This is an optimization exercise on Yosys and OpenROAD, whose aim is small area, not a production implementation.
The clock port is modelled as an ideal driver; clocking choices that lean on that would not hold on a real chip.
Power is estimated from default activity; no workload was simulated.

## v19
// Top_Module
module Top_Module (
        input clk, reset, btn, btn1, btn2, btn3,
        output [11:0] redgrnblu,
        output hsync, vsync,
        output [6:0] seg1, seg2
        );
        function [9:0] updn10(input [9:0] x, input up, input dn);
                integer i;
                reg o, z;
                begin
                        o = 1'b1;
                        z = 1'b1;
                        for (i = 0; i < 10; i = i + 1) begin
                                updn10[i] = x[i] ^ ((up & o) | (dn & z));
                                o = o & x[i];
                                z = z & ~x[i];
                        end
                end
        endfunction
        function [9:0] subn10(input [9:0] x, input [9:0] yn);
                integer i;
                reg c;
                begin
                        c = 1'b1;
                        for (i = 0; i < 10; i = i + 1) begin
                                subn10[i] = x[i] ^ yn[i] ^ c;
                                c = (x[i] & yn[i]) | ((x[i] ^ yn[i]) & c);
                        end
                end
        endfunction
        function gt10(input [9:0] x, input [9:0] y);
                integer i;
                reg g;
                begin
                        g = 1'b0;
                        for (i = 0; i < 10; i = i + 1)
                                g = (x[i] & ~y[i]) | (~(x[i] ^ y[i]) & g);
                        gt10 = g;
                end
        endfunction
        reg  [9:0] a, v;
        reg        b;
        reg  [4:0] c5;
        reg  [9:0] xbn;            
        reg  [8:0] yb;             
        reg        dx, dy;         
        reg  [8:0] t1n, t2n;       
        reg  [2:0] s1, s2;
        reg        pend1, pend2;
        reg        hit;
        reg  [2:0] col;            
        wire [9:0] xb = ~xbn;
        wire [8:0] t1 = ~t1n, t2 = ~t2n;
        wire       a_end    = a[9] & a[8] & a[4] & a[3] & a[1] & a[0];    
        wire       line_end = b & a_end;
  ...
Size: roughly 34 I/O pins, roughly 0.0044 sq mm of cells after synthesis.
==> module Top_Module, before the edit <==
module Top_Module (
        input clk, reset, btn, btn1, btn2, btn3,
        output [11:0] redgrnblu,
        output hsync, vsync,
        output [6:0] seg1, seg2
        );
        function [9:0] updn10(input [9:0] x, input up, input dn);
                integer i;
                reg o, z;
                begin
                        o = 1'b1;
                        z = 1'b1;
                        for (i = 0; i < 10; i = i + 1) begin
                                updn10[i] = x[i] ^ ((up & o) | (dn & z));
                                o = o & x[i];
                                z = z & ~x[i];
                        end
                end
        endfunction
        function [9:0] subn10(input [9:0] x, input [9:0] yn);
                integer i;
                reg c;
                begin
                        c = 1'b1;
                        for (i = 0; i < 10; i = i + 1) begin
                                subn10[i] = x[i] ^ yn[i] ^ c;
                                c = (x[i] & yn[i]) | ((x[i] ^ yn[i]) & c);
                        end
                end
        endfunction
        function gt10(input [9:0] x, input [9:0] y);
                integer i;
                reg g;
                begin
                        g = 1'b0;
                        for (i = 0; i < 10; i = i + 1)
                                g = (x[i] & ~y[i]) | (~(x[i] ^ y[i]) & g);
                        gt10 = g;
                end
        endfunction
        reg  [9:0] a, v;
        reg        b;
        reg  [4:0] c5;
        reg  [9:0] xbn;            
        reg  [8:0] yb;             
        reg        dx, dy;         
        reg  [8:0] t1n, t2n;       
        reg  [2:0] s1, s2;
        reg        pend1, pend2;
        reg        hit;
        reg  [2:0] col;            
        wire [9:0] xb = ~xbn;
        wire [8:0] t1 = ~t1n, t2 = ~t2n;
        wire       a_end    = a[9] & a[8] & a[4] & a[3] & a[1] & a[0];    
        wire       line_end = b & a_end;
        wire [9:0] a_nx     = line_end ? 10'd0 : updn10(a, b, 1'b0);
        wire       v_end    = v[9] & v[1];                                
        wire [9:0] v_nx     = (line_end & v_end) ? 10'd0 : updn10(v, line_end, 1'b0);
        wire       c5_inc   = b & a[1] & a[0];
        wire       tick     = c5_inc & (&c5);
        wire [9:0] c5_nx    = updn10({5'd0, c5}, c5_inc, 1'b0);
        assign hsync = (a[9:3] == 7'b1010111) | (a[9:5] == 5'b10110);
        assign vsync = (&v[8:5]) & ~(|v[4:1]);
        wire video = ~(a_nx[9] & (a_nx[8] | a_nx[7])) & ~(v_nx[9] | (&v_nx[8:5]));
        wire blank   = (s1 == 3'd7);
        wire win1    = (s1 == 3'd5);
        wire win2    = (s2 == 3'd5);
        wire playing = ~blank & ~win1 & ~win2;
        wire px1 = (a_nx[9:5] == 5'd0) & a_nx[4] & (a_nx[3] | a_nx[2])
                 | (a_nx[9:2] == 8'd8) | (a_nx == 10'd36);
        wire px2 = (a_nx[9:2] == 8'd151) | (a_nx[9:3] == 7'd76) | (a_nx[9:2] == 8'd154) | (a_nx == 10'd620);
        wire pxa = px1 | px2;
        wire xr = xb[9] & xb[6] & (xb[5] | (xb[4] & xb[3] & xb[2] & (xb[1] | xb[0])));    
        wire xl = gt10(10'd36, xb);
        wire [8:0] pa  = pxa ? v_nx[8:0] : yb;
        wire       sl1 = pxa ? px1 : xl;
        wire [8:0] pbn = sl1 ? t1n : t2n;
        wire [9:0] p   = {1'b0, pa} + {1'b1, pbn} + 10'd1;
        wire pin = ~p[8] & ~p[7] & ~(p[6] & (p[5] | p[4]));
        wire hit_nx = (pxa & hit) | (~pxa & (xl | xr) & pin & (p[8:0] != 9'd0));
        wire edge_y = (yb[8:4] == 5'd0) & yb[3] & ~yb[2] & ~yb[1] | (yb[8] & yb[7] & yb[6] & yb[4] & yb[2] & yb[1] & yb[0]);
        wire dy1 = dy ^ edge_y;
        wire dx1 = dx ^ hit;
        wire sc1 = xb[9] & xb[6] & xb[5] & xb[4] & xb[3];    
        wire sc2 = (xb == 10'd0);
        wire step = tick & playing;
        wire mv   = step & ~sc1 & ~sc2;
        wire srv  = step & (sc1 | sc2);
        wire [9:0] xbn_mv = updn10(xbn, mv & ~dx1, mv & dx1);
        wire [9:0] yb_mv  = updn10({1'b0, yb}, mv & dy1, mv & ~dy1);
        wire t1_up = ~btn  & (t1 != 9'd0);
        wire t1_dn = ~btn1 & ~(t1[8] & t1[7] & t1[4]);      
        wire t2_up = ~btn2 & (t2 != 9'd0);
        wire t2_dn = ~btn3 & ~(t2[8] & t2[7] & t2[4]);
        wire m1u = tick & t1_up;
        wire m1d = tick & ~t1_up & t1_dn;
        wire m2u = tick & ~t1_up & ~t1_dn & t2_up;
        wire m2d = tick & ~t1_up & ~t1_dn & ~t2_up & t2_dn;
        wire [9:0] t1n_nx = updn10({1'b0, t1n}, m1u, m1d);
        wire [9:0] t2n_nx = updn10({1'b0, t2n}, m2u, m2d);
        wire [9:0] zx = a_nx + xbn + 10'd9;        
        wire [9:0] zy = {1'b0, v_nx[8:0]} + {1'b1, ~yb} + 10'd9;    
        wire ball_x = (zx[9:5] == 5'd0) & (~zx[4] | (zx[3:0] == 4'd0)) & (xb[9:3] != 7'd0);
        wire ball_y = (zy[8:5] == 4'd0) & (~zy[4] | (zy[3:0] == 4'd0));
        wire ball_on = ball_x & ball_y;
        wire pdl1_on = px1 & pin;
        wire pdl2_on = px2 & pin;
        reg [2:0] col_nx;
        always @* begin
                if (blank) col_nx = 3'b000;
                else if (win1) col_nx = 3'b100;
                else if (win2) col_nx = 3'b001;
                else if (pdl2_on) col_nx = 3'b001;
                else if (pdl1_on) col_nx = 3'b100;
                else if (ball_on) col_nx = 3'b011;
                else col_nx = 3'b111;
        end
        always @(posedge clk) begin
                hit <= hit_nx;
                if (!reset) begin
                        a <= 0; b <= 0; v <= 0; c5 <= 0;
                        xbn <= ~10'd320; yb <= 9'd240; dx <= 1'b1; dy <= 1'b1;
                        t1n <= ~9'd200; t2n <= ~9'd200;
                        s1 <= 3'd7; s2 <= 3'd7; pend1 <= 1'b0; pend2 <= 1'b0;
                        col <= 3'b000;
                end else begin
                        b <= ~b;
                        a <= a_nx;
                        v <= v_nx;
                        c5 <= c5_nx[4:0];
                        s1 <= blank ? 3'd0 : s1 + {2'd0, pend1};
                        s2 <= blank ? 3'd0 : s2 + {2'd0, pend2};
                        pend1 <= step & sc1;
                        pend2 <= step & sc2;
                        xbn <= srv ? ~10'd320 : xbn_mv;
                        yb  <= srv ? 9'd240 : yb_mv[8:0];
                        if (step) begin
                                dx <= dx1 ^ srv;
                                dy <= dy1 ^ srv;
                        end
                        t1n <= t1n_nx[8:0];
                        t2n <= t2n_nx[8:0];
                        col <= col_nx;
                end
        end
        wire r  = video & col[2];
        wire g  = video & col[1];
        wire bl = video & col[0];
        assign redgrnblu = {r, r, r, r, g, g, g, g, bl, bl, bl, bl};
        function [6:0] seg7(input [2:0] s);
                case (s)
                        3'd0: seg7 = 7'b1000000;
                        3'd1: seg7 = 7'b1111001;
                        3'd2: seg7 = 7'b0100100;
                        3'd3: seg7 = 7'b0110000;
                        3'd4: seg7 = 7'b0011001;
                        3'd5: seg7 = 7'b0010010;
                        default: seg7 = 7'b1111111;
                endcase
        endfunction
        assign seg1 = seg7(s1);
        assign seg2 = seg7(s2);
endmodule
==> flow/config.mk <==
export PLATFORM = sky130hd
export DESIGN_NAME = Top_Module
export DESIGN_NICKNAME = Top_Module
export VERILOG_FILES = /design/flow/design.v
export SDC_FILE = /design/flow/constraint.sdc
export NUM_CORES = 4
export LEC_CHECK = 0
export CAP_MARGIN = 20
export CORE_MARGIN = 2
export CORE_UTILIZATION = 75
export SLEW_MARGIN = 20
==> flow/constraint.sdc <==
create_clock -name core_clock -period 8.0 [get_ports {clk}]
set_input_delay 1.6000 -clock core_clock [delete_from_list [all_inputs] [get_ports {clk}]]
set_output_delay 1.6000 -clock core_clock [all_outputs]
set_load 0.01 [all_outputs]
standard.sh (not shown) runs the stock make flow with config.mk's settings and CLKGATE_MAP_FILE= SYNTH_SCRIPT=/design/flow/synth_recipe.tcl, a recipe that flattens the netlist after the stock synthesis.
==> flow/flow/run.sh <==
#!/bin/bash
# Own layout flow: the standard synthesis, then the combinational logic of
# its netlist is re-mapped for area by Yosys/ABC (flip-flops kept as they are,
# same names and cells), checked equivalent to the standard netlist, and laid
# out with the standard ORFS steps using small port buffers and a clock tree
# without dummy loads whose buffers are then shrunk while the clock slew allows.
set -uo pipefail
HERE=$PWD
R=$HERE/orfs/results/sky130hd/Top_Module/base
LIB=$FLOW_HOME/platforms/sky130hd/lib/sky130_fd_sc_hd__tt_025C_1v80.lib
FLOWDIR=$HERE/flow
CTS_BUF=sky130_fd_sc_hd__clkbuf_8
MY_CTS_ARGS=""
SHRINK_CLOCK_TREE=1
export MY_CLK_SLEW=0.105
export MY_CLK_LEAVES=8
if [[ -f $FLOWDIR/params.sh ]]; then source $FLOWDIR/params.sh; fi
MY_CTS_ARGS=${MY_CTS_ARGS:-"-sink_clustering_enable -repair_clock_nets -dont_use_dummy_load -buf_list $CTS_BUF"}

bash standard.sh $R/1_2_yosys.v > $HERE/synth_standard.log 2>&1 || exit 1
cp $R/1_2_yosys.v $HERE/netlist_standard.v

# several ABC runs in parallel (deepsyn seeds, each stopping after 500 steps
# without improvement, plus plain amap); keep the smallest netlist that is
# proven equivalent to the standard one
SCRIPTS=(
  "+strash;&get,-n;&deepsyn,-J,500,-S,0;&put;dch,-f;amap;"
  "+strash;&get,-n;&deepsyn,-J,500,-S,1;&put;dch,-f;amap;"
  "+strash;&get,-n;&deepsyn,-J,500,-S,2;&put;dch,-f;amap;"
  "+strash;&get,-n;&deepsyn,-J,500,-S,3;&put;dch,-f;amap;"
  "+strash;&get,-n;&deepsyn,-J,500,-S,4;&put;dch,-f;amap;"
  "+strash;&get,-n;&deepsyn,-J,500,-S,5;&put;dch,-f;amap;"
  "+strash;&get,-n;&deepsyn,-J,500,-S,6;&put;dch,-f;amap;"
  "+strash;&get,-n;&deepsyn,-J,500,-S,7;&put;dch,-f;amap;"
  "+strash;dch,-f;amap;"
)
JOBS=${NUM_CORES:-4}
for i in "${!SCRIPTS[@]}"; do
  LIB=$LIB ABCSCR="${SCRIPTS[$i]}" IN_V=$HERE/netlist_standard.v OUT_V=$HERE/netlist_reopt_$i.v \
    yosys -c $FLOWDIR/reopt.tcl > $HERE/reopt_$i.log 2>&1 &
  if (( (i + 1) % JOBS == 0 )); then wait; fi
done
wait
best=""; best_area=""
for i in "${!SCRIPTS[@]}"; do
  area=$(grep "Chip area" $HERE/reopt_$i.log | tail -1 | awk '{print $NF}')
  [[ -z "$area" ]] && continue
  if LIB=$LIB A_V=$HERE/netlist_standard.v B_V=$HERE/netlist_reopt_$i.v yosys -c $FLOWDIR/eqv.tcl > $HERE/equiv_$i.log 2>&1; then
    echo "script $i area $area equivalent" >> $HERE/netlist_choice.log
    if [[ -z "$best" ]] || awk "BEGIN{exit !($area < $best_area)}"; then best=$i; best_area=$area; fi
  else
    echo "script $i area $area NOT proven equivalent" >> $HERE/netlist_choice.log
  fi
done
if [[ -n "$best" ]]; then
  cp $HERE/netlist_reopt_$best.v $R/1_2_yosys.v
  echo "using re-mapped netlist $best (area $best_area)" >> $HERE/netlist_choice.log
else
  echo "no re-mapped netlist proven equivalent; using the standard netlist" >> $HERE/netlist_choice.log
fi

POST_CTS=""
if [[ $SHRINK_CLOCK_TREE == 1 ]]; then POST_CTS="POST_CTS_TCL=$FLOWDIR/post_cts.tcl"; fi
bash standard.sh finish $POST_CTS \
  BUFFER_PORTS_ARGS="-buffer_cell sky130_fd_sc_hd__buf_1" \
  CTS_ARGS="$MY_CTS_ARGS" \
  > $HERE/layout_standard.log 2>&1
Other scripts of this flow, unchanged in this note and not shown: flow/flow/eqv.tcl, flow/flow/post_cts.tcl, flow/flow/reopt.tcl
diff inputs: v19 => v10
--- a/flow/design.v
+++ b/flow/design.v
@@ -72,13 +72,13 @@
         wire pxa = px1 | px2;
         wire xr = xb[9] & xb[6] & (xb[5] | (xb[4] & xb[3] & xb[2] & (xb[1] | xb[0])));    
         wire xl = gt10(10'd36, xb);
         wire [8:0] pa  = pxa ? v_nx[8:0] : yb;
         wire       sl1 = pxa ? px1 : xl;
         wire [8:0] pbn = sl1 ? t1n : t2n;
-        wire [9:0] p   = {1'b0, pa} + {1'b1, pbn} + 10'd1;
+        wire [9:0] p   = subn10({1'b0, pa}, {1'b1, pbn});
         wire pin = ~p[8] & ~p[7] & ~(p[6] & (p[5] | p[4]));
         wire hit_nx = (pxa & hit) | (~pxa & (xl | xr) & pin & (p[8:0] != 9'd0));
         wire edge_y = (yb[8:4] == 5'd0) & yb[3] & ~yb[2] & ~yb[1] | (yb[8] & yb[7] & yb[6] & yb[4] & yb[2] & yb[1] & yb[0]);
         wire dy1 = dy ^ edge_y;
         wire dx1 = dx ^ hit;
         wire sc1 = xb[9] & xb[6] & xb[5] & xb[4] & xb[3];    
--- outcome ---
- Between v10 and v19, it is v10 whose pin count of the biggest net entering global routing is lower, by 27%.
- Looking at largest fanout of any net on the critical path across v19 and v10, the one that comes out higher is v19.
- Lower combinational share of power among v19 and v10: v10
- Summary of v10 over v19: proportion of cell area occupied by registers held, critical path depth rose 2, post-synthesis cell area down 40 sq um, setup slack moved down.
- v10 against v19; global-route wire length before repair is down slightly.
- Diff v10..v19 | final wirelength | negligible
- Of v19 and v10, the higher worst hold-check slack belongs to v19.
- v10 gives less design area than v19 did.
Function was not checked in any run of this note: the RTL went through the layout flow alone.

==> afterwards: timing with drivers on the ports <==
The flow's constraints put no driver on any port. The routed layouts listed below were extracted and timed again, unchanged, in two steps. Step 1 sets driving cells, clkbuf_16 on the clock port and buf_2 on the other inputs (assumed; they add their load-dependent delay and slew). Step 2, shift: input delay + t, output delay - t, t = (earliest + latest rising clock arrival at the registers) / 2. This alone moves slack from input paths to output paths. a / b / c = ideal / step 1 / step 2; a / b = the first two.
run	shift t [ns]	setup slack, ns	slew at the worst register clock pin (ns)	worst slew at a driven data input, ns	pins driven straight from the clock port
v19	0.538	1.979 / 1.979 / 1.979	0.11 / 0.11	0.03	1
v10	0.545	1.625 / 1.625 / 1.625	0.10 / 0.10	0.03	1
After both steps setup and hold are still met in every run listed.
